Background: an optimization exercise with open tools, aiming at small area and a short achievable clock period. Do not read the settings as production practice. RTL that was checked went through simulation tests only; none was proved equivalent to the original. The RTL of runs 1 to 3 was laid out without a check of its function. Power is estimated from default activity; no workload was simulated.

<file path="design/flow/config.mk">
export PLATFORM = sky130hd
export DESIGN_NAME = cic_decim
export DESIGN_NICKNAME = cic_decim
export VERILOG_FILES = /design/flow/design.v
export SDC_FILE = /design/flow/constraint.sdc
export NUM_CORES = 4
export LEC_CHECK = 0
export CAP_MARGIN = 20
export CORE_MARGIN = 2
export CORE_UTILIZATION = 40
export SLEW_MARGIN = 20
</file>
<file path="design/flow/constraint.sdc">
create_clock -name core_clock -period 4.0 [get_ports {clk_i}]
set_input_delay 0.8000 -clock core_clock [delete_from_list [all_inputs] [get_ports {clk_i}]]
set_output_delay 0.8000 -clock core_clock [all_outputs]
set_load 0.01 [all_outputs]
</file>
<file path="design/flow/design.v">
module cic_slice #(parameter WS = 17)
  (
    input               clk,
    input               rst,       
    input               g,         
    input               upd,       
    input      [WS-1:0] x,         
    input      [4:0]    ki,        
    input      [4:0]    kc,        
    output     [4:0]    ko_i,      
    output     [4:0]    ko_c,      
    output     [WS-1:0] q_p2, q_p3, q_d31, q_d40, q_d41
  );
  reg  [WS-1:0] i0, i1, i2, i3, i4;
  wire [WS-1:0] gm = {WS{g}};
  wire [WS:0]   si0 = {1'b0, i0} + {1'b0, gm & x}  + ki[0];
  wire [WS:0]   si1 = {1'b0, i1} + {1'b0, gm & i0} + ki[1];
  wire [WS:0]   si2 = {1'b0, i2} + {1'b0, gm & i1} + ki[2];
  wire [WS:0]   si3 = {1'b0, i3} + {1'b0, gm & i2} + ki[3];
  wire [WS:0]   si4 = {1'b0, i4} + {1'b0, gm & i3} + ki[4];
  always @(posedge clk) begin
    if (rst) begin
      i0 <= 0; i1 <= 0; i2 <= 0; i3 <= 0; i4 <= 0;
    end else begin
      i0 <= si0[WS-1:0]; i1 <= si1[WS-1:0]; i2 <= si2[WS-1:0];
      i3 <= si3[WS-1:0]; i4 <= si4[WS-1:0];
    end
  end
  reg  [WS-1:0] d00, d01, d10, d11, d20, d21, d30, d31, d40, d41;
  reg  [WS-1:0] p0, p1, p2, p3;
  wire [WS:0]   sc0 = {1'b0, i4} + {1'b0, ~d01} + kc[0];
  wire [WS:0]   sc1 = {1'b0, p0} + {1'b0, ~d11} + kc[1];
  wire [WS:0]   sc2 = {1'b0, p1} + {1'b0, ~d21} + kc[2];
  wire [WS:0]   sc3 = {1'b0, p2} + {1'b0, ~d31} + kc[3];
  wire [WS:0]   sc4 = {1'b0, p3} + {1'b0, ~d41} + kc[4];
  always @(posedge clk) begin
    if (rst) begin
      d00 <= 0; d01 <= 0; d10 <= 0; d11 <= 0; d20 <= 0;
      d21 <= 0; d30 <= 0; d31 <= 0; d40 <= 0; d41 <= 0;
      p0 <= 0; p1 <= 0; p2 <= 0; p3 <= 0;
    end else if (upd) begin
      d00 <= i4; d01 <= d00;
      d10 <= p0; d11 <= d10;
      d20 <= p1; d21 <= d20;
      d30 <= p2; d31 <= d30;
      d40 <= p3; d41 <= d40;
      p0 <= sc0[WS-1:0]; p1 <= sc1[WS-1:0];
      p2 <= sc2[WS-1:0]; p3 <= sc3[WS-1:0];
    end
  end
  assign ko_i  = {si4[WS], si3[WS], si2[WS], si1[WS], si0[WS]};
  assign ko_c  = {sc4[WS], sc3[WS], sc2[WS], sc1[WS], sc0[WS]};
  assign q_p2  = p2;
  assign q_p3  = p3;
  assign q_d31 = d31;
  assign q_d40 = d40;
  assign q_d41 = d41;
endmodule
module cic_decim
  (
    input             clk_i,
    input             rst_i,
    input             en_i,
    input      [15:0] data_i,
    output     [15:0] data_o,
    input             act_i,
    input             act_out_i,
    output            val_o
  );
  localparam WS = 17;
  wire g   = en_i & act_i;
  reg  a0, a1, a2, a3, a4;
  wire upd = en_i & act_out_i & a4;
  reg  c0, c1, c2, c3, vint;
  always @(posedge clk_i) begin
    if (rst_i) begin
      a0 <= 1'b0; a1 <= 1'b0; a2 <= 1'b0; a3 <= 1'b0; a4 <= 1'b0;
    end else if (g) begin
      a0 <= 1'b1; a1 <= a0; a2 <= a1; a3 <= a2; a4 <= a3;
    end else if (en_i & act_out_i) begin
      a4 <= 1'b0;
    end
  end
  always @(posedge clk_i) begin
    if (rst_i) begin
      c0 <= 1'b0; c1 <= 1'b0; c2 <= 1'b0; c3 <= 1'b0;
    end else if (upd) begin
      c0 <= 1'b1; c1 <= c0; c2 <= c1; c3 <= c2;
    end
  end
  always @(posedge clk_i) begin
    if (rst_i)     vint <= 1'b0;
    else if (en_i) vint <= upd & c3;
  end
  reg rst_1, g_1, upd_1, sgn_1;
  reg rst_2, g_2, upd_2, sgn_2;
  always @(posedge clk_i) begin
    rst_1 <= rst_i; g_1 <= g;   upd_1 <= upd;   sgn_1 <= data_i[15];
    rst_2 <= rst_1; g_2 <= g_1; upd_2 <= upd_1; sgn_2 <= sgn_1;
  end
  wire [4:0]    koi_a, koc_a, koi_b, koc_b, koi_c, koc_c;
  reg  [4:0]    kri_a, krc_a, kri_b, krc_b;
  wire [WS-1:0] a_p2, a_p3, a_d31, a_d40, a_d41;
  wire [WS-1:0] b_p2, b_p3, b_d31, b_d40, b_d41;
  wire [WS-1:0] c_p2, c_p3, c_d31, c_d40, c_d41;
  cic_slice #(WS) sa (
    .clk(clk_i), .rst(rst_i), .g(g), .upd(upd),
    .x({data_i[15], data_i}), .ki(5'b00000), .kc(5'b11111),
    .ko_i(koi_a), .ko_c(koc_a),
    .q_p2(a_p2), .q_p3(a_p3), .q_d31(a_d31), .q_d40(a_d40), .q_d41(a_d41));
  cic_slice #(WS) sb (
    .clk(clk_i), .rst(rst_1), .g(g_1), .upd(upd_1),
    .x({WS{sgn_1}}), .ki(kri_a), .kc(krc_a),
    .ko_i(koi_b), .ko_c(koc_b),
    .q_p2(b_p2), .q_p3(b_p3), .q_d31(b_d31), .q_d40(b_d40), .q_d41(b_d41));
  cic_slice #(WS) sc (
    .clk(clk_i), .rst(rst_2), .g(g_2), .upd(upd_2),
    .x({WS{sgn_2}}), .ki(kri_b), .kc(krc_b),
    .ko_i(koi_c), .ko_c(koc_c),
    .q_p2(c_p2), .q_p3(c_p3), .q_d31(c_d31), .q_d40(c_d40), .q_d41(c_d41));
  always @(posedge clk_i) begin
    kri_a <= koi_a; krc_a <= koc_a;
    kri_b <= koi_b; krc_b <= koc_b;
  end
  wire       kb4_now = koc_b[4];     
  wire       kb3_old = krc_b[3];     
  wire       kb4_old = krc_b[4];     
  reg  [15:0] p4c;                   
  wire [WS-1:0] z_sum = c_p3 + ~c_d41 + kb4_old;
  wire [15:0]   z     = rst_2 ? 16'd0 : upd_2 ? z_sum[WS-1:1] : p4c;
  wire [WS-1:0] t_a  = c_p2;
  wire [WS-1:0] t_b  = ~c_d31;
  wire [WS-1:0] t_c  = ~c_d40;
  wire [WS-1:0] cs_s = t_a ^ t_b ^ t_c;
  wire [WS-1:0] cs_c = {(t_a[WS-2:0] & t_b[WS-2:0]) | (t_a[WS-2:0] & t_c[WS-2:0]) |
                        (t_b[WS-2:0] & t_c[WS-2:0]), kb3_old};
  wire [WS-1:0] u_a  = upd_2 ? cs_s : c_p3;
  wire [WS-1:0] u_b  = upd_2 ? cs_c : ~c_d41;
  wire [WS-1:0] y0   = u_a + u_b;
  wire [WS-1:0] y1   = u_a + u_b + 1'b1;
  wire [15:0]   y    = rst_2 ? 16'd0 :
                       kb4_now ? y1[WS-1:1] : y0[WS-1:1];
  wire [15:0] p4_now = rst_1 ? 16'd0 : upd_1 ? y : z;
  always @(posedge clk_i) p4c <= z;
  reg [15:0] dout;
  reg        vout;
  always @(posedge clk_i) begin
    if (rst_i) begin
      dout <= 16'd0;
      vout <= 1'b0;
    end else if (en_i) begin
      dout <= p4_now;
      vout <= vint;
    end
  end
  assign data_o = dout;
  assign val_o  = vout;
endmodule
</file>
<file path="design/flow/run.sh">
#!/bin/bash
# synth_recipe.tcl (not shown) runs the flow's synth.tcl, then flattens the netlist and writes it again
# the make line also repeats each setting of config.mk as NAME=value (left out here)
make -C /OpenROAD-flow-scripts/flow DESIGN_CONFIG=/design/flow/config.mk WORK_HOME=/design/flow/orfs CLKGATE_MAP_FILE= SYNTH_SCRIPT=/design/flow/synth_recipe.tcl finish
</file>
==> summary.txt, run 1 <==
Placed Instance Area - 59930 um^2
maximum fanout along the worst path - 7
Inst Count DP - 8538
initial antenna violation count - 1
IO Port Bufs - 37
Worst slew margin - 35.77%
Ys Warns - 2
Hold Crit Class - register to register
Seq pwr share - 45.2%
Switching Share - 22.73%
ANT nets after route - 0
DIE AREA - 146900 um^2
endpoint class of the critical path - register
Seq/Total Area, Yosys - 36.17%
Die Height - 383.3 um
core footprint - 143100 um^2
routed wl met3 - 3466 um
HPWL Detailed - 81230 um
post-route cell area - 64170 um^2
main flop type after synthesis - dfxtp_1
min Tclk post-route - 3869 ps
Clk Tree Root Cell - clkbuf_16
largest cells by area after synthesis - dfxtp_1 (36%), ha_1 (11%), mux2i_1 (7.3%), nor2_1 (5.2%), nand2_1 (4.8%)
DR DRC count - 0
number of max-cap violations - 0
DR pass1 iterations - 6
Static Leak - 0.02567 uW
CP required - 4620 ps
setup violators final - 0
Mapped Area - 57560 um^2
P_int - 18120 uW
final hold viol count - 0
GRT Overall Usage - 15.66%
synthesis-to-layout area growth - 11.50%
Layout fillers - 14111
Via-to-Cell Ratio - 5.152
Max Clk Rate - 258.5 MHz
Non-Filler Instances - 8760
Initial DRC Count - 2210
Initial Util - 40.21%
GRT overflow - 0
power density over cell area - 365.5 nW/um^2
Seq cells post-synth - 1040
largest net degree at the start of global routing - 211
final core occ - 44.84%
Metal-1 WL - 56490 um
commonest non-fill, non-tap cell in the layout - dfxtp_1
# IOs - 38
Place WS - 57.48 ps
Nets - 7337
combinational power share - 5.6%
row cnt - 139
CTS Buf Count - 117
Worst Path Arrival - 4480 ps
post-synth top area cell - dfxtp_1
ANT cells - 0
wire length on met2 - 54670 um
Final WS setup - 131.4 ps
clk slew on worst S/H paths - 60 ps
Hold Path Depth - 0
insertion delay to the later sink of the worst-skew pair - 730 ps
Post-CTS Hold Buffers - 0
asr flop ratio synth - 0%
reg2reg path depth - 13
most frequent cells in the layout - dfxtp_1 (1034), nor2_1 (799), nand2_1 (729)
Net Sw Power - 5332 uW
final worst-path cycle share - 96.71%
Worst Tran Pin Value - 963.5 ps
Peak VDD IR - 0.3314 mV
top cell type's share of synthesized area - 36.17%
RePlAce Congestion - 0.8556
routed len/inst - 13.39 um
number of flops mapped to enable cells by yosys - 0
DR top layer - met4
TritonCTS clock tree - done
Crit Path Category - register to register
vias in the first global route - 42489
layout cell share with drive strength beyond 1 - 4.813%
first-pass GRT wire length - 199900 um
syn nets - 7407
Clock Sinks - 1040
mean post-synth cell area - 8.433 um^2
Worst Skew - 34.21 ps
Max Root-Sink Buffers - 3
die width - 383.3 um
Mapped Cells - 6825
drt total wl - 117300 um
Critical Path Source Type - register
Setup TNS - 0 ps
post-synth cell types - 85
status - timing/DRC/antenna clean
Max Transition Viols Final - 0
H-tree levels - 3
vias - 45129
clock power share - 49.2%
## power groups by stage
| stage | registers, uW | logic [uW] | clock network [uW] |
|---|---|---|---|
| after floorplan | 10800 | 1040 | 0 |
| after global placement | 10800 | 1270 | 0 |
| after global routing | 10600 | 1480 | 12300 |
| after CTS | 10600 | 1320 | 11900 |
| final | 10600 | 1300 | 11500 |
| after detailed placement | 10800 | 1310 | 0 |
## critical path: stages, from the launching register on
cell	delay, ps
dfxtp_1	400
inv_1	90
fa_1	540
a21oi_1	70
ha_1	260
fa_1	420
a21o_1	260
a21oi_1	200
xnor2_1	190
and3_1	200
nand4_1	370
or3_1	500
a41oi_1	220
o21ai_1	70
## cells in the mapped netlist (20+ instances only)
| master | n |
|---|---|
| a211o_1 | 21 |
| a211oi_1 | 58 |
| a21o_1 | 133 |
| a21oi_1 | 492 |
| a31oi_1 | 38 |
| and2_1 | 151 |
| and3_1 | 139 |
| buf_1 | 67 |
| clkbuf_1 | 220 |
| dfxtp_1 | 1040 |
| fa_1 | 63 |
| ha_1 | 498 |
| inv_1 | 463 |
| mux2i_1 | 417 |
| nand2_1 | 729 |
| nand2b_1 | 31 |
| nand3_1 | 127 |
| nand4_1 | 22 |
| nor2_1 | 799 |
| nor2b_1 | 87 |
| nor3_1 | 187 |
| nor4_1 | 24 |
| o211ai_1 | 44 |
| o21a_1 | 36 |
| o21ai_0 | 177 |
| o21ai_1 | 33 |
| o21bai_1 | 33 |
| o31ai_1 | 21 |
| or2_2 | 20 |
| or3_1 | 66 |
| xnor2_1 | 200 |
| xor2_1 | 101 |
## what timing repair did
item,4_1_cts,5_1_grt
endpoints found under the setup margin,0,3
resized for setup,0,5
setup buffers,0,1
## per-stage QoR
stage / power [uW] / hold WS [ps]
floorplan: 11830 / 331.1
global placement: 12110 / 357.9
detailed placement: 12150 / 363.3
CTS: 23870 / 372.3
global route: 24440 / 372.3
finish: 23460 / 365.6
## kinds of logic after synthesis
kind of cell,count (synthesis),synth area share (%)
compound gates,1301,14.48
xor+xnor,302,4.609
fa+ha+maj,561,13.02
buf+inv,754,4.919
flops,1040,36.17
mux,423,7.369
simple gates,2444,19.43
## path summary, 6_finish.rpt
check	start	endpoint	slack, ps
worst min register to register	sgn_1	sgn_2	370
worst max register to register	sc.p2[0]	dout[6]	130
worst min-delay path	sgn_1	sgn_2	370
worst max-delay path	sc.p2[0]	dout[6]	130
## per-layer routing
metal	vias to the layer above	global-route usage (%)
li1	23443	-
met1	21043	20.46
met2	471	26.89
met3	172	2.362
met4	0	4.045
met5	-	0
## final cells by class
type	count	area, um^2	share of cell area, %
multi-input cells	5031	33950	52.90
flip-flops and latches	1040	20840	32.47
clock buffers	174	3465	5.399
well taps	1903	2381	3.710
inverters	466	1754	2.733
repair buffers	99	1044	1.626
clock inverters	47	747.0	1.164
==> run 2: changes to the inputs <==
--- a/design/flow/config.mk
+++ b/design/flow/config.mk
@@ -8,4 +8,5 @@
 export CAP_MARGIN = 20
 export CORE_MARGIN = 2
 export CORE_UTILIZATION = 40
+export SETUP_SLACK_MARGIN = 1.0
 export SLEW_MARGIN = 20
==> summary.txt, run 2 <==
status - timing/DRC/antenna clean (unchanged)
Mapped Area - 57560 um^2 (unchanged)
Nets - 7402 (was 7337)
final hold viol count - 0 (unchanged)
Net Sw Power - 5483 uW (was 5332 uW)
routed len/inst - 13.74 um (was 13.39 um)
largest cells by area after synthesis - dfxtp_1 (36%), ha_1 (11%), mux2i_1 (7.3%), nor2_1 (5.2%), nand2_1 (4.8%) (unchanged)
clk slew on worst S/H paths - 60 ps (about the same)
asr flop ratio synth - 0% (unchanged)
vias - 45549 (was 45129)
Max Clk Rate - 283.9 MHz (was 258.5 MHz)
drt total wl - 121200 um (was 117300 um)
DIE AREA - 146900 um^2 (unchanged)
insertion delay to the later sink of the worst-skew pair - 740 ps (was 730 ps)
ANT cells - 0 (unchanged)
Clk Tree Root Cell - clkbuf_16 (unchanged)
Seq cells post-synth - 1040 (unchanged)
post-synth top area cell - dfxtp_1 (unchanged)
DR DRC count - 0 (unchanged)
Worst Path Arrival - 4130 ps (was 4480 ps)
row cnt - 139 (unchanged)
Initial Util - 40.21% (unchanged)
Via-to-Cell Ratio - 5.162 (was 5.152)
syn nets - 7407 (unchanged)
most frequent cells in the layout - dfxtp_1 (1025), nor2_1 (797), nand2_1 (719) (was dfxtp_1 (1034), nor2_1 (799), nand2_1 (729))
die width - 383.3 um (unchanged)
Static Leak - 0.02626 uW (was 0.02567 uW)
Critical Path Source Type - register (unchanged)
number of max-cap violations - 0 (unchanged)
setup violators final - 0 (unchanged)
largest net degree at the start of global routing - 170 (was 211)
RSZ-0062 raised after global routing - yes
Crit Path Category - register to register (unchanged)
H-tree levels - 3 (unchanged)
synthesis-to-layout area growth - 14.86% (was 11.50%)
Max Transition Viols Final - 0 (unchanged)
layout cell share with drive strength beyond 1 - 9.059% (was 4.813%)
IO Port Bufs - 37 (unchanged)
clock power share - 49.3% (was 49.2%)
Clock Sinks - 1040 (unchanged)
GRT Overall Usage - 16.04% (was 15.66%)
Worst slew margin - 31.40% (was 35.77%)
Worst Skew - 51.92 ps (was 34.21 ps)
HPWL Detailed - 81950 um (was 81230 um)
core footprint - 143100 um^2 (unchanged)
main flop type after synthesis - dfxtp_1 (unchanged)
maximum fanout along the worst path - 4 (was 7)
Layout fillers - 13815 (was 14111)
power density over cell area - 359.0 nW/um^2 (was 365.5 nW/um^2)
vias in the first global route - 43349 (was 42489)
Peak VDD IR - 0.3540 mV (was 0.3314 mV)
Hold Crit Class - register to register (unchanged)
Mapped Cells - 6825 (unchanged)
commonest non-fill, non-tap cell in the layout - dfxtp_1 (unchanged)
P_int - 18250 uW (was 18120 uW)
Ys Warns - 2 (unchanged)
most common cell in the synthesized netlist - dfxtp_1 (unchanged)
min Tclk post-route - 3522 ps (was 3869 ps)
reg2reg path depth - 13 (unchanged)
first-pass GRT wire length - 204600 um (was 199900 um)
combinational power share - 6.0% (was 5.6%)
DR pass1 iterations - 5 (was 6)
# IOs - 38 (unchanged)
Max Root-Sink Buffers - 3 (unchanged)
RePlAce Congestion - 0.8567 (was 0.8556)
Seq/Total Area, Yosys - 36.17% (unchanged)
number of flops mapped to enable cells by yosys - 0 (unchanged)
top cell type's share of synthesized area - 36.17% (unchanged)
ANT nets after route - 0 (unchanged)
Seq pwr share - 44.7% (was 45.2%)
Post-synth top cells - dfxtp_1 (1040), nor2_1 (799), nand2_1 (729) (unchanged)
CP required - 4610 ps (was 4620 ps)
Post-CTS Hold Buffers - 0 (unchanged)
final worst-path cycle share - 88.05% (was 96.71%)
initial antenna violation count - 1 (unchanged)
Initial DRC Count - 2081 (was 2210)
post-synth cell types - 85 (unchanged)
CTS Buf Count - 116 (was 117)
mean post-synth cell area - 8.433 um^2 (unchanged)
Hold Path Depth - 0 (unchanged)
Die Height - 383.3 um (unchanged)
endpoint class of the critical path - register (unchanged)
Switching Share - 23.10% (was 22.73%)
Setup TNS - 0 ps (unchanged)
TritonCTS clock tree - done (unchanged)
final core occ - 46.19% (was 44.84%)
GRT overflow - 0 (unchanged)
Worst Tran Pin Value - 1023 ps (was 963.5 ps)
[run 2: cell types whose count changed in the layout (fill, tap and decap cells not counted), moves of 10 or more]
| cell | change |
|---|---|
| nand2_1 | -10 |
| a21oi_1 | -44 |
| fa_2 | +23 |
| o21ai_0 | -33 |
| a31oi_1 | -13 |
| fa_1 | -23 |
| a21oi_2 | +40 |
| ha_1 | -16 |
| inv_1 | -10 |
| buf_4 | +56 |
| ha_4 | +13 |
| o21ai_2 | +20 |
| o21ai_1 | +12 |
[run 2: worst max-delay path: stages (launching register included)]
cell	delay, ps
dfxtp_2	330
fa_1	560
a21oi_2	60
ha_2	220
fa_2	380
a21o_4	260
a221oi_4	260
xnor2_2	170
nand3_2	140
a211oi_4	280
nand4_1	210
nor2_1	200
xnor2_1	90
a221o_1	290
[run 2: layout make-up]
| class | instances | area, um^2 | area share (%) |
|---|---|---|---|
| tap | 1903 | 2381 | 3.602 |
| inverter | 466 | 1757 | 2.657 |
| multi-input combinational | 5031 | 35220 | 53.27 |
| clock buffer | 164 | 3385 | 5.119 |
| timing repair buffer | 165 | 1614 | 2.441 |
| clock inverter | 55 | 902.1 | 1.365 |
| sequential | 1040 | 20860 | 31.55 |
[run 2: final timing paths]
path | start | end | slack (ps)
setup / recovery | sc.d40[0] | dout[13] | 480
hold reg to reg | sgn_1 | sgn_2 | 410
hold / removal | sgn_1 | sgn_2 | 410
setup reg to reg | sc.d40[0] | dout[13] | 480
[run 2: what timing repair did]
item	4_1_cts	5_1_grt
pin swaps	38	92
gates cloned	0	1
buffers inserted	22	41
endpoints found under the setup margin	117	155
gates resized for setup	90	184
[run 2: cells by family (layout without fill, tap and decap cells)]
family / Yosys count / after routing / share of synthesized area, %
flip-flops: 1040 / 1040 / 36.17
adder cells (fa/ha/maj): 561 / 561 / 13.02
AND/OR/NAND/NOR: 2444 / 2444 / 19.43
buffers and inverters: 754 / 850 / 4.919
multiplexers: 423 / 423 / 7.369
XOR/XNOR: 302 / 302 / 4.609
AO/OA/AOI/OAI: 1301 / 1301 / 14.48
[run 2: power by group through the flow]
stage	clock network, uW	registers [uW]	logic (uW)
floorplan	0	10800	1060
global placement	0	10800	1280
detailed placement	0	10800	1310
CTS	12100	10600	1350
global route	12500	10600	1600
finish	11700	10600	1420
[run 2: metal layers]
metal	track usage [%]	up-vias	routed length [um]
li1	-	23540	-
met1	20.82	21343	57510
met2	27.67	485	57070
met3	2.388	181	3707
met4	4.241	0	2952
met5	0	-	0
[run 2: metrics by stage]
step,setup WS [ps],power (uW),hold slack (ps),cells,cell area [um^2]
2_1_floorplan,675.5,11860,331.1,6825,58100
3_3_place_gp,393.0,12120,434.8,8540,60210
3_5_place_dp,268.3,12160,441.7,8540,60210
4_1_cts,586.9,24040,407.8,8781,64990
5_1_grt,313.5,24700,421.8,8824,66110
6_report,478.2,23740,412.2,8824,66110
==> run 3: changes to the inputs <==
--- a/design/flow/config.mk
+++ b/design/flow/config.mk
@@ -8,5 +8,5 @@
 export CAP_MARGIN = 20
 export CORE_MARGIN = 2
 export CORE_UTILIZATION = 40
-export SETUP_SLACK_MARGIN = 1.0
+export SETUP_SLACK_MARGIN = 1.4
 export SLEW_MARGIN = 20
==> summary.txt, run 3 <==
Final Power - 23990 uW (was 23740 uW)
first-pass GRT wire length - 209800 um (was 204600 um)
combinational power share - 6.8% (was 6.0%)
ANT nets after route - 0 (unchanged)
Ys Warns - 2 (unchanged)
setup violators final - 0 (unchanged)
# IOs - 38 (unchanged)
Worst Tran Pin Value - 993.5 ps (was 1023 ps)
CP required - 4610 ps (about the same)
core footprint - 143100 um^2 (unchanged)
endpoint class of the critical path - register (unchanged)
asr flop ratio synth - 0% (unchanged)
DR pass1 iterations - 5 (unchanged)
most frequent cells in the layout - dfxtp_1 (985), nor2_1 (793), nand2_1 (710) (was dfxtp_1 (1025), nor2_1 (797), nand2_1 (719))
ANT cells - 0 (unchanged)
Post-CTS Hold Buffers - 0 (unchanged)
clk slew on worst S/H paths - 60 ps (about the same)
Seq/Total Area, Yosys - 36.17% (unchanged)
critical path endpoint - dout[13] (unchanged)
largest net degree at the start of global routing - 206 (was 170)
Mapped Cells - 6825 (unchanged)
HPWL Detailed - 81620 um (was 81950 um)
Switching Share - 22.99% (was 23.10%)
layout cell share with drive strength beyond 1 - 16.93% (was 9.059%)
die width - 383.3 um (unchanged)
drt total wl - 127300 um (was 121200 um)
mean post-synth cell area - 8.433 um^2 (unchanged)
P_int - 18480 uW (was 18250 uW)
DR DRC count - 0 (unchanged)
Hold Crit Class - register to register (unchanged)
Net Sw Power - 5516 uW (was 5483 uW)
final core occ - 49.07% (was 46.19%)
Max Clk Rate - 286.0 MHz (was 283.9 MHz)
Clock Sinks - 1040 (unchanged)
Max Transition Viols Final - 0 (unchanged)
Post-synth top cells - dfxtp_1 (1040), nor2_1 (799), nand2_1 (729) (unchanged)
Seq pwr share - 44.3% (was 44.7%)
Clk Tree Root Cell - clkbuf_16 (unchanged)
GRT overflow - 0 (unchanged)
maximum fanout along the worst path - 5 (was 4)
number of flops mapped to enable cells by yosys - 0 (unchanged)
reg2reg path depth - 14 (was 13)
CP Launch Point - sc.d31[9] (was sc.d40[0])
Setup TNS - 0 ps (unchanged)
vias in the first global route - 43990 (was 43349)
post-synth cell types - 85 (unchanged)
top cell type's share of synthesized area - 36.17% (unchanged)
Critical Path Source Type - register (unchanged)
RePlAce Congestion - 0.8488 (was 0.8567)
post-route cell area - 70230 um^2 (was 66110 um^2)
status - timing/DRC/antenna clean (unchanged)
initial antenna violation count - 1 (unchanged)
Layout fillers - 13400 (was 13815)
TritonCTS clock tree - done (unchanged)
min Tclk post-route - 3497 ps (was 3522 ps)
CTS Buf Count - 118 (was 116)
post-synth top area cell - dfxtp_1 (unchanged)
syn nets - 7407 (unchanged)
main flop type after synthesis - dfxtp_1 (unchanged)
Mapped Area - 57560 um^2 (unchanged)
vias - 46620 (was 45549)
DIE AREA - 146900 um^2 (unchanged)
R2R Setup Slk - 500 ps (was 480 ps)
worst reg2reg endpoint - dout[13] (unchanged)
IO Port Bufs - 37 (unchanged)
GRT Overall Usage - 16.50% (was 16.04%)
synthesis-to-layout area growth - 22.03% (was 14.86%)
Static Leak - 0.02756 uW (was 0.02626 uW)
Die Height - 383.3 um (unchanged)
Seq cells post-synth - 1040 (unchanged)
Worst Path Arrival - 4110 ps (was 4130 ps)
clock power share - 48.9% (was 49.3%)
final hold viol count - 0 (unchanged)
insertion delay to the later sink of the worst-skew pair - 730 ps (was 740 ps)
largest cells by area after synthesis - dfxtp_1 (36%), ha_1 (11%), mux2i_1 (7.3%), nor2_1 (5.2%), nand2_1 (4.8%) (unchanged)
commonest non-fill, non-tap cell in the layout - dfxtp_1 (unchanged)
number of max-cap violations - 0 (unchanged)
power density over cell area - 341.6 nW/um^2 (was 359.0 nW/um^2)
most common cell in the synthesized netlist - dfxtp_1 (unchanged)
H-tree levels - 3 (unchanged)
Peak VDD IR - 0.3379 mV (was 0.3540 mV)
row cnt - 139 (unchanged)
Via-to-Cell Ratio - 5.179 (was 5.162)
routed len/inst - 14.14 um (was 13.74 um)
Max Root-Sink Buffers - 3 (unchanged)
worst flop-to-flop path startpoint - sc.d31[9] (was sc.d40[0])
Worst Skew - 41.84 ps (was 51.92 ps)
Initial Util - 40.21% (unchanged)
Crit Path Category - register to register (unchanged)
Initial DRC Count - 1889 (was 2081)
final worst-path cycle share - 87.42% (was 88.05%)
Placed Instance Area - 60440 um^2 (was 60210 um^2)
Worst slew margin - 33.76% (was 31.40%)
RSZ-0062 raised after global routing - yes (unchanged)
Nets - 7579 (was 7402)
run 3: cell counts after synthesis:
Identical to the previous run, type by type.
run 3: worst min path at each step:
| stage | cells after the start | slack [ps] | from | endpoint |
|---|---|---|---|---|
| after CTS | 4 | 450 | act_i | a3 |
| after floorplan | 0 | 350 | rst_1 | rst_2 |
| after global routing | 4 | 410 | act_i | a2 |
| after global placement | 2 | 440 | sa.d40[3] | sa.d41[3] |
| final | 2 | 440 | sa.d00[4] | sa.d01[4] |
| after detailed placement | 2 | 440 | c2 | c3 |
run 3: logic make-up after synthesis:
group,Yosys count,share of synthesized area [%]
AND/OR/NAND/NOR,2444,19.43
AO/OA/AOI/OAI,1301,14.48
flip-flops,1040,36.17
buffers and inverters,754,4.919
adder cells (fa/ha/maj),561,13.02
multiplexers,423,7.369
XOR/XNOR,302,4.609
run 3: critical path, stage by stage (launching register included):
cell      delay (ps)
dfxtp_1          320
inv_1             70
fa_1             460
nand2_1           90
nand2_1           60
ha_2             400
inv_2             80
or3_1            340
a222oi_1         410
a31oi_2          120
a211oi_4         320
nand4_1          180
nor2_1           160
xnor2_1           90
a221o_1          290
run 3: per-stage QoR:
stage	setup WS (ps)	hold WS (ps)	cells
final	503.3	441.1	9002
after global routing	296.5	413.8	9002
after CTS	559.1	446.5	8889
after detailed placement	327.4	442.8	8540
after global placement	393.3	435.4	8540
after floorplan	675.6	349.8	6825
run 3: cell type report:
cell class,count,area (um^2),area share (%)
Sequential cell,1040,20910,29.77
Clock inverter,59,832.0,1.185
Clock buffer,163,3438,4.896
Inverter,466,1774,2.526
Multi-Input combinational cell,5031,37480,53.37
Timing Repair Buffer,340,3416,4.863
Tap cell,1903,2381,3.390
run 3: metal layers:
| layer | track usage, % | wire, um |
|---|---|---|
| met3 | 2.586 | 3943 |
| met4 | 4.524 | 2948 |
| met2 | 28.42 | 61680 |
| met1 | 21.32 | 58710 |
| met5 | 0 | 0 |
run 3: timing repair:
action / 4_1_cts / 5_1_grt
pin swaps: 250 / 312
buffers inserted: 120 / 109
setup endpoints to repair: 208 / 211
gates cloned: 7 / 3
resized for setup: 388 / 419
run 3: power by group through the flow:
stage	combinational, uW	clock (uW)	sequential, uW
global route	1810	12500	10600
detailed placement	1310	0	10900
global placement	1280	0	10900
floorplan	1070	0	10800
finish	1640	11700	10600
CTS	1480	12100	10600
==> run 4: changes to the inputs <==
--- a/design/flow/design.v
+++ b/design/flow/design.v
@@ -12,27 +12,26 @@
     output     [WS-1:0] q_p2, q_p3, q_d31, q_d40, q_d41
   );
   reg  [WS-1:0] i0, i1, i2, i3, i4;
-  wire [WS-1:0] gm = {WS{g}};
-  wire [WS:0]   si0 = {1'b0, i0} + {1'b0, gm & x}  + ki[0];
-  wire [WS:0]   si1 = {1'b0, i1} + {1'b0, gm & i0} + ki[1];
-  wire [WS:0]   si2 = {1'b0, i2} + {1'b0, gm & i1} + ki[2];
-  wire [WS:0]   si3 = {1'b0, i3} + {1'b0, gm & i2} + ki[3];
-  wire [WS:0]   si4 = {1'b0, i4} + {1'b0, gm & i3} + ki[4];
+  wire [WS+1:0] si0 = {1'b0, i0, 1'b1} + {1'b0, x,  ki[0]};
+  wire [WS+1:0] si1 = {1'b0, i1, 1'b1} + {1'b0, i0, ki[1]};
+  wire [WS+1:0] si2 = {1'b0, i2, 1'b1} + {1'b0, i1, ki[2]};
+  wire [WS+1:0] si3 = {1'b0, i3, 1'b1} + {1'b0, i2, ki[3]};
+  wire [WS+1:0] si4 = {1'b0, i4, 1'b1} + {1'b0, i3, ki[4]};
   always @(posedge clk) begin
     if (rst) begin
       i0 <= 0; i1 <= 0; i2 <= 0; i3 <= 0; i4 <= 0;
-    end else begin
-      i0 <= si0[WS-1:0]; i1 <= si1[WS-1:0]; i2 <= si2[WS-1:0];
-      i3 <= si3[WS-1:0]; i4 <= si4[WS-1:0];
+    end else if (g) begin
+      i0 <= si0[WS:1]; i1 <= si1[WS:1]; i2 <= si2[WS:1];
+      i3 <= si3[WS:1]; i4 <= si4[WS:1];
     end
   end
   reg  [WS-1:0] d00, d01, d10, d11, d20, d21, d30, d31, d40, d41;
   reg  [WS-1:0] p0, p1, p2, p3;
-  wire [WS:0]   sc0 = {1'b0, i4} + {1'b0, ~d01} + kc[0];
-  wire [WS:0]   sc1 = {1'b0, p0} + {1'b0, ~d11} + kc[1];
-  wire [WS:0]   sc2 = {1'b0, p1} + {1'b0, ~d21} + kc[2];
-  wire [WS:0]   sc3 = {1'b0, p2} + {1'b0, ~d31} + kc[3];
-  wire [WS:0]   sc4 = {1'b0, p3} + {1'b0, ~d41} + kc[4];
+  wire [WS+1:0] sc0 = {1'b0, i4, 1'b1} + {1'b0, ~d01, kc[0]};
+  wire [WS+1:0] sc1 = {1'b0, p0, 1'b1} + {1'b0, ~d11, kc[1]};
+  wire [WS+1:0] sc2 = {1'b0, p1, 1'b1} + {1'b0, ~d21, kc[2]};
+  wire [WS+1:0] sc3 = {1'b0, p2, 1'b1} + {1'b0, ~d31, kc[3]};
+  wire [WS+1:0] sc4 = {1'b0, p3, 1'b1} + {1'b0, ~d41, kc[4]};
   always @(posedge clk) begin
     if (rst) begin
       d00 <= 0; d01 <= 0; d10 <= 0; d11 <= 0; d20 <= 0;
@@ -44,12 +43,12 @@
       d20 <= p1; d21 <= d20;
       d30 <= p2; d31 <= d30;
       d40 <= p3; d41 <= d40;
-      p0 <= sc0[WS-1:0]; p1 <= sc1[WS-1:0];
-      p2 <= sc2[WS-1:0]; p3 <= sc3[WS-1:0];
+      p0 <= sc0[WS:1]; p1 <= sc1[WS:1];
+      p2 <= sc2[WS:1]; p3 <= sc3[WS:1];
     end
   end
-  assign ko_i  = {si4[WS], si3[WS], si2[WS], si1[WS], si0[WS]};
-  assign ko_c  = {sc4[WS], sc3[WS], sc2[WS], sc1[WS], sc0[WS]};
+  assign ko_i  = {si4[WS+1], si3[WS+1], si2[WS+1], si1[WS+1], si0[WS+1]};
+  assign ko_c  = {sc4[WS+1], sc3[WS+1], sc2[WS+1], sc1[WS+1], sc0[WS+1]};
   assign q_p2  = p2;
   assign q_p3  = p3;
   assign q_d31 = d31;
@@ -126,7 +125,8 @@
   wire       kb3_old = krc_b[3];     
   wire       kb4_old = krc_b[4];     
   reg  [15:0] p4c;                   
-  wire [WS-1:0] z_sum = c_p3 + ~c_d41 + kb4_old;
+  wire [WS+1:0] z_t   = {1'b0, c_p3, 1'b1} + {1'b0, ~c_d41, kb4_old};
+  wire [WS-1:0] z_sum = z_t[WS:1];
   wire [15:0]   z     = rst_2 ? 16'd0 : upd_2 ? z_sum[WS-1:1] : p4c;
   wire [WS-1:0] t_a  = c_p2;
   wire [WS-1:0] t_b  = ~c_d31;
@@ -137,7 +137,8 @@
   wire [WS-1:0] u_a  = upd_2 ? cs_s : c_p3;
   wire [WS-1:0] u_b  = upd_2 ? cs_c : ~c_d41;
   wire [WS-1:0] y0   = u_a + u_b;
-  wire [WS-1:0] y1   = u_a + u_b + 1'b1;
+  wire [WS+1:0] y1_t = {1'b0, u_a, 1'b1} + {1'b0, u_b, 1'b1};
+  wire [WS-1:0] y1   = y1_t[WS:1];
   wire [15:0]   y    = rst_2 ? 16'd0 :
                        kb4_now ? y1[WS-1:1] : y0[WS-1:1];
   wire [15:0] p4_now = rst_1 ? 16'd0 : upd_1 ? y : z;
--- a/design/flow/config.mk
+++ b/design/flow/config.mk
@@ -8,5 +8,4 @@
 export CAP_MARGIN = 20
 export CORE_MARGIN = 2
 export CORE_UTILIZATION = 40
-export SETUP_SLACK_MARGIN = 1.4
 export SLEW_MARGIN = 20
==> summary.txt, run 4 <==
Max Transition Viols Final - 0 (unchanged)
drt total wl - 116300 um (was 127300 um)
Max Root-Sink Buffers - 3 (unchanged)
first-pass GRT wire length - 199700 um (was 209800 um)
largest cells by area after synthesis - dfxtp_1 (36%), ha_1 (11%), mux2i_1 (8.9%), nand2_1 (5.5%), a21oi_1 (5.4%) (was dfxtp_1 (36%), ha_1 (11%), mux2i_1 (7.3%), nor2_1 (5.2%), nand2_1 (4.8%))
TritonCTS clock tree - done (unchanged)
largest net degree at the start of global routing - 128 (was 206)
core footprint - 143100 um^2 (unchanged)
Via-to-Cell Ratio - 5.124 (was 5.179)
asr flop ratio synth - 0% (unchanged)
ANT cells - 0 (unchanged)
Peak VDD IR - 0.3785 mV (was 0.3379 mV)
Worst slew margin - 31.05% (was 33.76%)
vias in the first global route - 42608 (was 43990)
mean post-synth cell area - 8.420 um^2 (was 8.433 um^2)
DR DRC count - 0 (unchanged)
HPWL Detailed - 79200 um (was 81620 um)
Initial DRC Count - 2030 (was 1889)
Die Height - 383.2 um (was 383.3 um)
Post-CTS Resized - 0 (was 388)
H-tree levels - 3 (unchanged)
syn nets - 7412 (was 7407)
number of setup buffers added after CTS - 0 (was 120)
Initial Util - 40.19% (was 40.21%)
most frequent cells in the layout - dfxtp_1 (1034), nand2_1 (844), nor2_1 (797) (was dfxtp_1 (985), nor2_1 (793), nand2_1 (710))
Crit Path Category - register to register (unchanged)
top cell type's share of synthesized area - 36.19% (was 36.17%)
GRT overflow - 0 (unchanged)
min Tclk post-route - 3516 ps (was 3497 ps)
Ys Warns - 2 (unchanged)
Static Leak - 0.02474 uW (was 0.02756 uW)
Post-CTS Hold Buffers - 0 (unchanged)
Mapped Area - 57520 um^2 (was 57560 um^2)
Mapped Cells - 6832 (was 6825)
initial antenna violation count - 0 (was 1)
ANT nets after route - 0 (unchanged)
Worst Tran Pin Value - 1034 ps (was 993.5 ps)
synthesis-to-layout area growth - 11.06% (was 22.03%)
Hold Crit Class - register to register (unchanged)
main flop type after synthesis - dfxtp_1 (unchanged)
post-route cell area - 63890 um^2 (was 70230 um^2)
RePlAce Congestion - 0.8101 (was 0.8488)
post-synth top area cell - dfxtp_1 (unchanged)
Non-Filler Instances - 8754 (was 9002)
IO Port Bufs - 37 (unchanged)
Nets - 7330 (was 7579)
maximum fanout along the worst path - 41 (was 5)
CTS Buf Count - 113 (was 118)
Inst Count DP - 8538 (was 8540)
row cnt - 139 (unchanged)
final hold viol count - 0 (unchanged)
GRT Overall Usage - 15.64% (was 16.50%)
setup violators final - 0 (unchanged)
Post-synth top cells - dfxtp_1 (1040), nand2_1 (845), nor2_1 (797) (was dfxtp_1 (1040), nor2_1 (799), nand2_1 (729))
final worst-path cycle share - 87.91% (was 87.42%)
routed len/inst - 13.28 um (was 14.14 um)
Placed Instance Area - 59840 um^2 (was 60440 um^2)
post-synth cell types - 72 (was 85)
number of max-cap violations - 0 (unchanged)
Critical Path Source Type - register (unchanged)
most common cell in the synthesized netlist - dfxtp_1 (unchanged)
RSZ-0062 raised after global routing - no (was yes)
DIE AREA - 146900 um^2 (about the same)
Worst Path Arrival - 4150 ps (was 4110 ps)
DR pass1 iterations - 5 (unchanged)
Setup TNS - 0 ps (unchanged)
Clock Sinks - 1040 (unchanged)
Seq cells post-synth - 1040 (unchanged)
CP required - 4630 ps (was 4610 ps)
Max Clk Rate - 284.4 MHz (was 286.0 MHz)
commonest non-fill, non-tap cell in the layout - dfxtp_1 (unchanged)
power density over cell area - 356.3 nW/um^2 (was 341.6 nW/um^2)
Worst Skew - 66.12 ps (was 41.84 ps)
endpoint class of the critical path - register (unchanged)
# IOs - 38 (unchanged)
die width - 383.2 um (was 383.3 um)
vias - 44856 (was 46620)
number of flops mapped to enable cells by yosys - 0 (unchanged)
insertion delay to the later sink of the worst-skew pair - 760 ps (was 730 ps)
layout cell share with drive strength beyond 1 - 4.671% (was 16.93%)
status - timing/DRC/antenna clean (unchanged)
Seq/Total Area, Yosys - 36.19% (was 36.17%)
clk slew on worst S/H paths - 60 ps (about the same)
Clk Tree Root Cell - clkbuf_16 (unchanged)
run 4: worst paths after layout:
| check | start | endpoint | slack, ps | cells past startpoint |
|---|---|---|---|---|
| max | upd_2 | dout[15] | 480 | 13 |
| min | sa.d00[14] | sa.d01[14] | 410 | 2 |
| max reg2reg | upd_2 | dout[15] | 480 | 13 |
| min reg2reg | sa.d00[14] | sa.d01[14] | 410 | 2 |
run 4: kinds of logic after synthesis:
family | Yosys count | share of synthesized area [%]
adders and majority gates | 559 | 12.75
buffers and inverters | 717 | 4.679
and+or+nand+nor | 2249 | 17.06
AOI/OAI and AO/OA | 1421 | 15.27
muxes | 526 | 9.181
xor gates and xnor gates | 320 | 4.872
DFF | 1040 | 36.19
run 4: final cells by class:
| cell class | count | area [um^2] |
|---|---|---|
| clock buffers | 157 | 3294 |
| fillers | 14071 | 79250 |
| inverters | 422 | 1592 |
| well taps | 1903 | 2381 |
| repair buffers | 98 | 996.0 |
| clock inverters | 59 | 749.5 |
| flip-flops and latches | 1040 | 20840 |
| multi-input cells | 5075 | 34030 |
run 4: routing by layer:
layer	wire length, um	track usage, %	vias up
li1	-	-	23504
met1	56520	20.15	20857
met2	54660	27.25	352
met3	2889	2.312	143
met4	2219	3.828	0
met5	0	0	-
run 4: where the power goes:
part / switching [uW] / total, uW / internal (uW) / leakage (uW)
clock: 4580 / 11000 / 6460 / 0.00198
combinational: 708 / 1170 / 464 / 0.0144
sequential: 108 / 10600 / 10400 / 0.00839
run 4: critical path: stages (launching register included):
cell and delay [ps]:
dfxtp_4 690, buf_4 290, nand2b_1 150, nand2_1 80
ha_1 380, a21oi_1 160, nor2b_1 50, o21ai_0 160
nand2_1 70, a21oi_1 350, o21ai_0 210, o41ai_1 390
mux2i_1 130, a211o_1 270
run 4: per-stage QoR:
step	hold slack (ps)	utilization (%)	worst slack (ps)	total power, uW
floorplan	329.0	-	100.6	11680
global placement	436.1	41.81	183.6	11930
detailed placement	443.0	41.81	157.9	11960
CTS	388.6	44.63	499.4	23150
global route	420.4	44.63	245.2	23710
finish	408.0	44.63	483.5	22760
==> run 5: changes to the inputs <==
--- a/design/flow/config.mk
+++ b/design/flow/config.mk
@@ -8,4 +8,5 @@
 export CAP_MARGIN = 20
 export CORE_MARGIN = 2
 export CORE_UTILIZATION = 40
+export SETUP_SLACK_MARGIN = 1.5
 export SLEW_MARGIN = 20
==> summary.txt, run 5 <==
final worst-path cycle share - 75.15% (was 87.91%)
Max Root-Sink Buffers - 3 (unchanged)
power density over cell area - 332.8 nW/um^2 (was 356.3 nW/um^2)
post-synth cell types - 72 (unchanged)
Mapped Cells - 6832 (unchanged)
Worst Tran Pin Value - 1066 ps (was 1034 ps)
Final Power - 23200 uW (was 22760 uW)
insertion delay to the later sink of the worst-skew pair - 750 ps (was 760 ps)
Static Leak - 0.02687 uW (was 0.02474 uW)
vias - 46674 (was 44856)
GRT overflow - 0 (unchanged)
maximum fanout along the worst path - 4 (was 41)
Via-to-Cell Ratio - 5.160 (was 5.124)
layout cell share with drive strength beyond 1 - 17.00% (was 4.671%)
H-tree levels - 3 (unchanged)
IO Port Bufs - 37 (unchanged)
vias in the first global route - 43815 (was 42608)
RePlAce Congestion - 0.8108 (was 0.8101)
GRT Overall Usage - 16.22% (was 15.64%)
reg2reg path depth - 11 (was 13)
Seq cells post-synth - 1040 (unchanged)
Worst slew margin - 28.95% (was 31.05%)
DR DRC count - 0 (unchanged)
Worst Path Arrival - 3630 ps (was 4150 ps)
mean post-synth cell area - 8.420 um^2 (unchanged)
Max Clk Rate - 332.7 MHz (was 284.4 MHz)
drt total wl - 124800 um (was 116300 um)
Initial Util - 40.19% (unchanged)
endpoint class of the critical path - register (unchanged)
ANT cells - 0 (unchanged)
initial antenna violation count - 1 (was 0)
Post-synth top cells - dfxtp_1 (1040), nand2_1 (845), nor2_1 (797) (unchanged)
Nets - 7624 (was 7330)
syn nets - 7412 (unchanged)
setup violators final - 0 (unchanged)
Seq/Total Area, Yosys - 36.19% (unchanged)
CP required - 4630 ps (about the same)
main flop type after synthesis - dfxtp_1 (unchanged)
Crit Path Category - register to register (unchanged)
Max Transition Viols Final - 0 (unchanged)
number of max-cap violations - 0 (unchanged)
Hold Crit Endpoint - sa.p0[8] (was sa.d01[14])
first-pass GRT wire length - 206800 um (was 199700 um)
R2R Setup Slk - 990 ps (was 480 ps)
Hold WS - 386.9 ps (was 408.0 ps)
# IOs - 38 (unchanged)
HPWL Detailed - 79360 um (was 79200 um)
core footprint - 143100 um^2 (unchanged)
Mapped Area - 57520 um^2 (unchanged)
top cell type's share of synthesized area - 36.19% (unchanged)
asr flop ratio synth - 0% (unchanged)
DIE AREA - 146900 um^2 (unchanged)
row cnt - 139 (unchanged)
Worst Skew - 47.33 ps (was 66.12 ps)
TritonCTS clock tree - done (unchanged)
Peak VDD IR - 0.3580 mV (was 0.3785 mV)
Hold Path Depth - 2 (unchanged)
DR pass1 iterations - 5 (unchanged)
RSZ-0062 raised after global routing - yes (was no)
status - timing/DRC/antenna clean (unchanged)
worst reg2reg endpoint - dout[15] (unchanged)
Clock Sinks - 1040 (unchanged)
Critical Path Source Type - register (unchanged)
Ys Warns - 2 (unchanged)
final hold viol count - 0 (unchanged)
most common cell in the synthesized netlist - dfxtp_1 (unchanged)
Setup TNS - 0 ps (unchanged)
commonest non-fill, non-tap cell in the layout - dfxtp_1 (unchanged)
post-synth top area cell - dfxtp_1 (unchanged)
Hold Crit Class - input pin to register (was register to register)
most frequent cells in the layout - dfxtp_1 (947), nand2_1 (835), nor2_1 (793) (was dfxtp_1 (1034), nand2_1 (844), nor2_1 (797))
Clk Tree Root Cell - clkbuf_16 (unchanged)
largest net degree at the start of global routing - 202 (was 128)
ANT nets after route - 0 (unchanged)
number of flops mapped to enable cells by yosys - 0 (unchanged)
CTS Buf Count - 115 (was 113)
routed len/inst - 13.80 um (was 13.28 um)
Post-CTS Hold Buffers - 0 (unchanged)
die width - 383.2 um (unchanged)
worst flop-to-flop path startpoint - sc.p3[0] (was upd_2)
min-delay src - rst_i (was sa.d00[14])
Die Height - 383.2 um (unchanged)
min Tclk post-route - 3006 ps (was 3516 ps)
synthesis-to-layout area growth - 21.20% (was 11.06%)
Initial DRC Count - 1943 (was 2030)
largest cells by area after synthesis - dfxtp_1 (36%), ha_1 (11%), mux2i_1 (8.9%), nand2_1 (5.5%), a21oi_1 (5.4%) (unchanged)
clk slew on worst S/H paths - 60 ps (about the same)
==> run 5: cell counts after synthesis <==
Identical to the previous run, type by type.
==> run 5: power by group <==
group | leakage [uW] | internal, uW | switching (uW) | total [uW]
logic | 0.0164 | 605 | 817 | 1420
registers | 0.00844 | 10400 | 110 | 10500
clock network | 0.00201 | 6640 | 4600 | 11200
==> run 5: layout make-up <==
type                       count  area [um^2]
fill                       13418        73410
multi-input combinational   5075        37240
sequential                  1040        21020
timing repair buffer         390         3387
clock buffer                 154         3327
tap                         1903         2381
inverter                     422         1617
clock inverter                62        752.0
==> run 5: worst max path at each step <==
stage / from / end / slack, ps
6_report: sc.p3[0] / dout[15] / 990
5_1_grt: sc.d41[0] / dout[15] / 870
4_1_cts: sc.d41[0] / dout[15] / 1000
3_5_place_dp: data_i[0] / sa.i0[14] / 430
3_3_place_gp: data_i[0] / sa.i0[14] / 410
2_1_floorplan: sc.d41[0] / dout[15] / 990
==> run 5: critical path, cell delays in order, from the launching register on <==
cell and delay, ps:
dfxtp_2 390, ha_4 230, a211oi_4 220, o21bai_2 110
o41a_4 380, a2111o_1 420, and4_4 180, o32a_4 320
a21oi_2 130, xor2_1 150, o21ai_1 100, a211o_1 280
==> run 5: layer usage <==
| metal | global-route usage (%) | up-vias | part of all wire (%) | routed length [um] |
|---|---|---|---|---|
| li1 | - | 24095 | - | - |
| met2 | 28.16 | 390 | 48 | 60090 |
| met1 | 20.65 | 22023 | 47 | 58320 |
| met4 | 4.571 | 0 | 2.3 | 2878 |
| met5 | 0 | - | 0 | 0 |
| met3 | 2.585 | 166 | 2.8 | 3522 |
==> run 5: cells by family after synthesis <==
logic type	share of synthesized area [%]
xor gates and xnor gates	4.872
buffers and inverters	4.679
DFF	36.19
AOI/OAI and AO/OA	15.27
adders and majority gates	12.75
and+or+nand+nor	17.06
muxes	9.181
==> run 5: per-stage QoR <==
stage,area (um^2),setup slack (ps),util (%),cells
after floorplan,57920,992.7,-,6832
after global placement,60020,410.6,41.93,8527
after detailed placement,60020,430.1,41.93,8527
after CTS,67010,996.0,46.82,8920
after global routing,69720,871.4,48.71,9046
final,69720,994.2,48.71,9046
==> run 5: repair_timing <==
item | in CTS | in global routing
pin swaps | 303 | 409
gates resized for setup | 436 | 388
cloned | 0 | 0
hold endpoints to repair | 0 | 0
buffers inserted | 177 | 126
endpoints found under the setup margin | 218 | 209
==> run 6: changes to the inputs <==
--- a/design/flow/config.mk
+++ b/design/flow/config.mk
@@ -8,5 +8,5 @@
 export CAP_MARGIN = 20
 export CORE_MARGIN = 2
 export CORE_UTILIZATION = 40
-export SETUP_SLACK_MARGIN = 1.5
+export SETUP_SLACK_MARGIN = 2.0
 export SLEW_MARGIN = 20
==> summary.txt, run 6 <==
Post-synth top cells - dfxtp_1 (1040), nand2_1 (845), nor2_1 (797) (unchanged)
post-synth cell types - 72 (unchanged)
H-tree levels - 3 (unchanged)
most common cell in the synthesized netlist - dfxtp_1 (unchanged)
reg2reg path depth - 12 (was 11)
Seq pwr share - 45.3% (was 45.4%)
Switching Share - 23.37% (was 23.80%)
largest cells by area after synthesis - dfxtp_1 (36%), ha_1 (11%), mux2i_1 (8.9%), nand2_1 (5.5%), a21oi_1 (5.4%) (unchanged)
drt total wl - 127400 um (was 124800 um)
area occupied by registers - 21080 um^2 (was 21020 um^2)
CTS Buf Count - 113 (was 115)
vias in the first global route - 44925 (was 43815)
Layout fillers - 13226 (was 13418)
insertion delay to the later sink of the worst-skew pair - 720 ps (was 750 ps)
crit path cell chain - inv_2 > ha_4 > a211oi_4 > o21bai_2 > o41a_4 > a2111o_1 > and4_4 > o32a_4 > a21oi_2 > xor2_1 > o21ai_1 > a211o_1 (was ha_4 > a211oi_4 > o21bai_2 > o41a_4 > a2111o_1 > and4_4 > o32a_4 > a21oi_2 > xor2_1 > o21ai_1 > a211o_1)
endpoint class of the critical path - register (unchanged)
Worst Skew - 18.19 ps (was 47.33 ps)
P_int - 17830 uW (was 17680 uW)
Max Clk Rate - 325.1 MHz (was 332.7 MHz)
Crit Path Category - register to register (unchanged)
slowest CP cell - a2111o_1 (unchanged)
DR top layer - met5 (was met4)
Critical Path Source Type - register (unchanged)
Metal-1 WL - 58070 um (was 58320 um)
Setup TNS - 0 ps (unchanged)
vias - 47252 (was 46674)
post-synth top area cell - dfxtp_1 (unchanged)
largest net degree at the start of global routing - 161 (was 202)
R2R Setup Slk - 920 ps (was 990 ps)
IO Port Bufs - 37 (unchanged)
CP required - 4610 ps (was 4630 ps)
Hold Crit Class - input pin to register (unchanged)
Hold Path Depth - 1 (was 2)
status - timing/DRC/antenna clean (unchanged)
Worst Path Arrival - 3680 ps (was 3630 ps)
Final WS setup - 924.1 ps (was 994.2 ps)
Hold WS - 412.8 ps (was 386.9 ps)
main flop type after synthesis - dfxtp_1 (unchanged)
core footprint - 143100 um^2 (unchanged)
Clk Tree Root Cell - clkbuf_16 (unchanged)
final core occ - 50.78% (was 48.71%)
Critical Path Max Stage Delay - 410 ps (was 420 ps)
multi-input logic area - 38600 um^2 (was 37240 um^2)
Static Leak - 0.02797 uW (was 0.02687 uW)
RSZ-0062 raised after global routing - yes (unchanged)
RePlAce Congestion - 0.8112 (was 0.8108)
Mapped Area - 57520 um^2 (unchanged)
Place WS - 384.5 ps (was 430.1 ps)
setup violators final - 0 (unchanged)
Seq cells post-synth - 1040 (unchanged)
Post-CTS Hold Buffers - 0 (unchanged)
Worst slew margin - 45.14% (was 28.95%)
initial antenna violation count - 2 (was 1)
clock power share - 47.4% (was 48.4%)
Die Height - 383.2 um (unchanged)
asr flop ratio synth - 0% (unchanged)
Placed Instance Area - 61130 um^2 (was 60020 um^2)
# IOs - 38 (unchanged)
wire length on met2 - 63130 um (was 60090 um)
Nets - 7762 (was 7624)
maximum fanout along the worst path - 3 (was 4)
die width - 383.2 um (unchanged)
Via-to-Cell Ratio - 5.147 (was 5.160)
Initial DRC Count - 1926 (was 1943)
layout cell share with drive strength beyond 1 - 21.67% (was 17.00%)
DIE AREA - 146900 um^2 (unchanged)
most frequent cells in the layout - dfxtp_1 (931), nand2_1 (834), nor2_1 (787) (was dfxtp_1 (947), nand2_1 (835), nor2_1 (793))
min Tclk post-route - 3076 ps (was 3006 ps)
Mapped Cells - 6832 (unchanged)
routed len/inst - 13.87 um (was 13.80 um)
ANT nets after route - 0 (unchanged)
Net Sw Power - 5436 uW (was 5522 uW)
Max Transition Viols Final - 0 (unchanged)
number of flops mapped to enable cells by yosys - 0 (unchanged)
Peak VDD IR - 0.3523 mV (was 0.3580 mV)
Seq/Total Area, Yosys - 36.19% (unchanged)
post-route cell area - 72680 um^2 (was 69720 um^2)
ANT cells - 0 (unchanged)
DR DRC count - 0 (unchanged)
routed wl met3 - 3278 um (was 3522 um)
TritonCTS clock tree - done (unchanged)
synthesis-to-layout area growth - 26.36% (was 21.20%)
Clock Sinks - 1040 (unchanged)
row cnt - 139 (unchanged)
syn nets - 7412 (unchanged)
final hold viol count - 0 (unchanged)
GRT Overall Usage - 16.51% (was 16.22%)
combinational power share - 7.2% (was 6.1%)
DR pass1 iterations - 7 (was 5)
Ys Warns - 2 (unchanged)
mean post-synth cell area - 8.420 um^2 (unchanged)
power density over cell area - 320.0 nW/um^2 (was 332.8 nW/um^2)
first-pass GRT wire length - 210800 um (was 206800 um)
top cell type's share of synthesized area - 36.19% (unchanged)
HPWL Detailed - 78680 um (was 79360 um)
Worst Tran Pin Value - 816.6 ps (was 1066 ps)
Max Root-Sink Buffers - 3 (unchanged)
Initial Util - 40.19% (unchanged)
final worst-path cycle share - 76.90% (was 75.15%)
clk slew on worst S/H paths - 60 ps (about the same)
GRT overflow - 0 (unchanged)
commonest non-fill, non-tap cell in the layout - dfxtp_1 (unchanged)
number of max-cap violations - 0 (unchanged)
[run 6: cell counts after synthesis]
No cell type changed its count.
[run 6: layout make-up]
| type | instances | area share, % |
|---|---|---|
| clock buffer | 166 | 4.541 |
| clock inverter | 45 | 0.8762 |
| sequential | 1040 | 29.01 |
| inverter | 422 | 2.255 |
| timing repair buffer | 530 | 6.937 |
| multi-input combinational | 5075 | 53.11 |
| tap | 1903 | 3.276 |
[run 6: path summary, 6_finish.rpt]
path                                start   endpoint
worst min register to register  sa.d10[1]  sa.d11[1]
worst min-delay path                rst_i      rst_1
worst max register to register  sc.d41[0]   dout[15]
worst max-delay path            sc.d41[0]   dout[15]
[run 6: critical path, delay by kind of cell, from the launching register on]
kind            cells  cell delay, ps
compound gates      8            1980
flops               1             340
fa+ha+maj           1             220
simple gates        1             180
xor+xnor            1             160
buf+inv             1              60
[run 6: through the flow]
step / instances / total power, uW
final: 9181 / 23260
after global routing: 9181 / 24210
after CTS: 9033 / 23400
after detailed placement: 8526 / 12020
after global placement: 8526 / 11990
after floorplan: 6832 / 11730
[run 6: logic make-up after synthesis]
group | Yosys count | synth area share [%]
xor+xnor | 320 | 4.872
flops | 1040 | 36.19
fa+ha+maj | 559 | 12.75
compound gates | 1421 | 15.27
mux | 526 | 9.181
simple gates | 2249 | 17.06
buf+inv | 717 | 4.679
[run 6: what timing repair did]
action,CTS,global route
cloned,3,0
setup endpoints to repair,694,447
pin swaps,463,414
gates resized for setup,563,407
buffers inserted,293,148
[run 6: layer usage]
metal	vias to the layer above	GRT usage, %
li1	24358	-
met2	400	29.26
met1	22311	20.82
met4	2	4.309
met3	181	2.396
met5	-	0
[run 6: power by group through the flow]
stage	clock (uW)	combinational [uW]	sequential (uW)
floorplan	0	990	10700
global placement	0	1200	10800
detailed placement	0	1220	10800
CTS	11400	1490	10500
global route	11800	1860	10600
finish	11000	1680	10500
==> run 7: changes to the inputs <==
--- a/design/flow/config.mk
+++ b/design/flow/config.mk
@@ -7,6 +7,6 @@
 export LEC_CHECK = 0
 export CAP_MARGIN = 20
 export CORE_MARGIN = 2
-export CORE_UTILIZATION = 40
-export SETUP_SLACK_MARGIN = 2.0
+export CORE_UTILIZATION = 55
+export SETUP_SLACK_MARGIN = 1.0
 export SLEW_MARGIN = 20
==> summary.txt, run 7 <==
H-tree levels - 3 (unchanged)
row cnt - 118 (was 139)
DR top layer - met4 (was met5)
Worst Path Arrival - 3750 ps (was 3680 ps)
Placed Instance Area - 59230 um^2 (was 61130 um^2)
Setup TNS - 0 ps (unchanged)
CTS Buf Count - 115 (was 113)
Hold Crit Class - register to register (was input pin to register)
crit path cell chain - inv_2 > ha_4 > a211oi_4 > o21bai_4 > o41a_4 > a2111o_1 > and4_4 > o32a_4 > a21oi_2 > xor2_1 > o21ai_2 > a211o_1 (was inv_2 > ha_4 > a211oi_4 > o21bai_2 > o41a_4 > a2111o_1 > and4_4 > o32a_4 > a21oi_2 > xor2_1 > o21ai_1 > a211o_1)
# IOs - 38 (unchanged)
vias - 45015 (was 47252)
initial antenna violation count - 5 (was 2)
Nets - 7379 (was 7762)
Post-synth top cells - dfxtp_1 (1040), nand2_1 (845), nor2_1 (797) (unchanged)
final hold viol count - 0 (unchanged)
RePlAce Congestion - 0.8092 (was 0.8112)
Switching Share - 23.02% (was 23.37%)
Mapped Area - 57520 um^2 (unchanged)
Clock Sinks - 1040 (unchanged)
post-synth top area cell - dfxtp_1 (unchanged)
Initial DRC Count - 2515 (was 1926)
drt total wl - 120500 um (was 127400 um)
insertion delay to the later sink of the worst-skew pair - 700 ps (was 720 ps)
DR pass1 iterations - 5 (was 7)
most common cell in the synthesized netlist - dfxtp_1 (unchanged)
R2R Setup Slk - 840 ps (was 920 ps)
DIE AREA - 107200 um^2 (was 146900 um^2)
GRT Overall Usage - 21.75% (was 16.51%)
clock power share - 48.1% (was 47.4%)
min Tclk post-route - 3164 ps (was 3076 ps)
Hold WS - 445.8 ps (was 412.8 ps)
synthesis-to-layout area growth - 12.20% (was 26.36%)
core footprint - 103600 um^2 (was 143100 um^2)
largest net degree at the start of global routing - 204 (was 161)
CP Launch Point - sc.d41[0] (unchanged)
final worst-path cycle share - 79.10% (was 76.90%)
status - timing/DRC/antenna clean (unchanged)
clk slew on worst S/H paths - 60 ps (about the same)
top cell type's share of synthesized area - 36.19% (unchanged)
asr flop ratio synth - 0% (unchanged)
Max Transition Viols Final - 0 (unchanged)
RSZ-0062 raised after global routing - yes (unchanged)
most frequent cells in the layout - dfxtp_1 (1010), nand2_1 (843), nor2_1 (796) (was dfxtp_1 (931), nand2_1 (834), nor2_1 (787))
ANT cells - 0 (unchanged)
TritonCTS clock tree - done (unchanged)
wire length on met2 - 54060 um (was 63130 um)
post-route cell area - 64540 um^2 (was 72680 um^2)
Via-to-Cell Ratio - 5.443 (was 5.147)
layout cell share with drive strength beyond 1 - 7.896% (was 21.67%)
Static Leak - 0.02511 uW (was 0.02797 uW)
number of flops mapped to enable cells by yosys - 0 (unchanged)
maximum fanout along the worst path - 4 (was 3)
slowest CP cell - a2111o_1 (unchanged)
Critical Path Source Type - register (unchanged)
Worst Skew - 26.38 ps (was 18.19 ps)
Seq pwr share - 46.5% (was 45.3%)
min-delay src - sa.d30[9] (was rst_i)
Max Root-Sink Buffers - 3 (unchanged)
Top Family by Delay on Critical Path - compound AO/OA/AOI/OAI gates (unchanged)
Initial Util - 55.50% (was 40.19%)
largest cells by area after synthesis - dfxtp_1 (36%), ha_1 (11%), mux2i_1 (8.9%), nand2_1 (5.5%), a21oi_1 (5.4%) (unchanged)
first-pass GRT wire length - 200500 um (was 210800 um)
GRT overflow - 0 (unchanged)
Worst slew margin - 32.50% (was 45.14%)
ANT nets after route - 0 (unchanged)
combinational power share - 5.4% (was 7.2%)
Max Clk Rate - 316.1 MHz (was 325.1 MHz)
Worst Tran Pin Value - 1012 ps (was 816.6 ps)
main flop type after synthesis - dfxtp_1 (unchanged)
Net Sw Power - 5226 uW (was 5436 uW)
endpoint class of the critical path - register (unchanged)
IO Port Bufs - 37 (unchanged)
number of max-cap violations - 0 (unchanged)
Seq/Total Area, Yosys - 36.19% (unchanged)
Ys Warns - 2 (unchanged)
setup violators final - 0 (unchanged)
worst flop-to-flop path startpoint - sc.d41[0] (unchanged)
syn nets - 7412 (unchanged)
DR DRC count - 0 (unchanged)
routed len/inst - 14.57 um (was 13.87 um)
post-synth cell types - 72 (unchanged)
die width - 327.4 um (was 383.2 um)
commonest non-fill, non-tap cell in the layout - dfxtp_1 (unchanged)
Metal-1 WL - 61300 um (was 58070 um)
Seq cells post-synth - 1040 (unchanged)
Die Height - 327.4 um (was 383.2 um)
Crit Path Category - register to register (unchanged)
HPWL Detailed - 81050 um (was 78680 um)
mean post-synth cell area - 8.420 um^2 (unchanged)
P_int - 17480 uW (was 17830 uW)
Post-CTS Hold Buffers - 0 (unchanged)
routed wl met3 - 3075 um (was 3278 um)
Mapped Cells - 6832 (unchanged)
Critical path buffers and inverters - 1 (unchanged)
Clk Tree Root Cell - clkbuf_16 (unchanged)
power density over cell area - 351.7 nW/um^2 (was 320.0 nW/um^2)
CP required - 4590 ps (was 4610 ps)
Critical Path Max Stage Delay - 450 ps (was 410 ps)
vias in the first global route - 41573 (was 44925)
Peak VDD IR - 0.3763 mV (was 0.3523 mV)
[run 7: cell counts after synthesis]
Identical to the previous run, type by type.
[run 7: worst paths after layout]
check,depth (start not counted),to
worst max register to register,12,dout[15]
worst min-delay path,2,sa.d31[9]
worst min register to register,2,sa.d31[9]
worst max-delay path,12,dout[15]
[run 7: power groups by stage]
stage	sequential, uW	clock, uW	combinational (uW)
after detailed placement	10800	0	1190
after floorplan	10700	0	945
after global routing	10600	11600	1380
final	10600	10900	1230
after CTS	10600	11200	1210
after global placement	10800	0	1170
[run 7: cells by family (layout without fill, tap and decap cells)]
kind of cell	count (synthesis)	in the layout	share of synthesized area [%]
compound gates	1421	1421	15.27
flops	1040	1040	36.19
buf+inv	717	775	4.679
simple gates	2249	2249	17.06
xor+xnor	320	320	4.872
fa+ha+maj	559	559	12.75
mux	526	526	9.181
[run 7: through the flow]
step	total power, uW	util (%)	std cells	worst slack, ps
2_1_floorplan	11680	-	6832	926.0
3_3_place_gp	11960	57.14	8010	278.6
3_5_place_dp	11970	57.14	8010	311.1
4_1_cts	22990	61.38	8235	860.6
5_1_grt	23580	62.27	8270	724.9
6_report	22700	62.27	8270	836.0
[run 7: layout make-up]
| cell class | instances | area [um^2] |
|---|---|---|
| clock buffer | 160 | 3321 |
| clock inverter | 48 | 619.3 |
| fill | 9311 | 39110 |
| inverter | 422 | 1592 |
| multi-input combinational | 5075 | 35020 |
| sequential | 1040 | 20880 |
| tap | 1380 | 1727 |
| timing repair buffer | 145 | 1381 |
[run 7: worst min-delay path, delay by kind of cell (launching register included)]
family | cells | cell delay, ps
flip-flops | 1 | 310
AO/OA/AOI/OAI | 1 | 50
AND/OR/NAND/NOR | 1 | 50
[run 7: layer usage]
metal | track usage (%) | up-vias
li1 | - | 23599
met1 | 30.94 | 20837
met2 | 35.34 | 438
met3 | 2.610 | 141
met4 | 4.647 | 0
met5 | 0 | -
[run 7: repair_timing]
item                       CTS  global route
setup endpoints to repair   45            98
pin swaps                   32            83
gates cloned                 0             1
gates resized for setup     86           184
buffers inserted            17            34

port drivers added, routing unchanged:
In the flow no input, the clock included, has a driving cell. The finished layouts below were timed again as built, in two steps.
Step 1 sets driving cells, clkbuf_16 on the clock port and buf_2 on the other inputs (assumed; they add their load-dependent delay and slew).
Step 2, shift: input delay + t, output delay - t, t = (earliest + latest rising clock arrival at the registers) / 2. This alone moves slack from input paths to output paths.
Slacks: ideal ports / drivers / drivers and shift; pairs: ideal ports / drivers.
run	t (ns)	setup WS [ns]	worst register clock-pin slew, ns	worst data-port slew with drivers (ns)
run 1	0.788	0.131 / 0.131 / 0.063	0.06 / 0.06	0.07
run 2	0.785	0.478 / 0.478 / 0.399	0.06 / 0.06	0.08
run 3	0.778	0.503 / 0.503 / 0.503	0.07 / 0.07	0.14
run 4	0.796	0.484 / 0.484 / 0.095	0.07 / 0.07	0.05
run 5	0.798	0.994 / 0.994 / 0.807	0.07 / 0.07	0.05
run 6	0.788	0.924 / 0.924 / 0.753	0.06 / 0.06	0.09
run 7	0.758	0.836 / 0.836 / 0.409	0.06 / 0.06	0.05
After both steps every run listed still meets setup and hold. For run 7, which loses most, drivers alone change the setup slack by 0.000 ns; drivers and shift together by -0.427 ns.
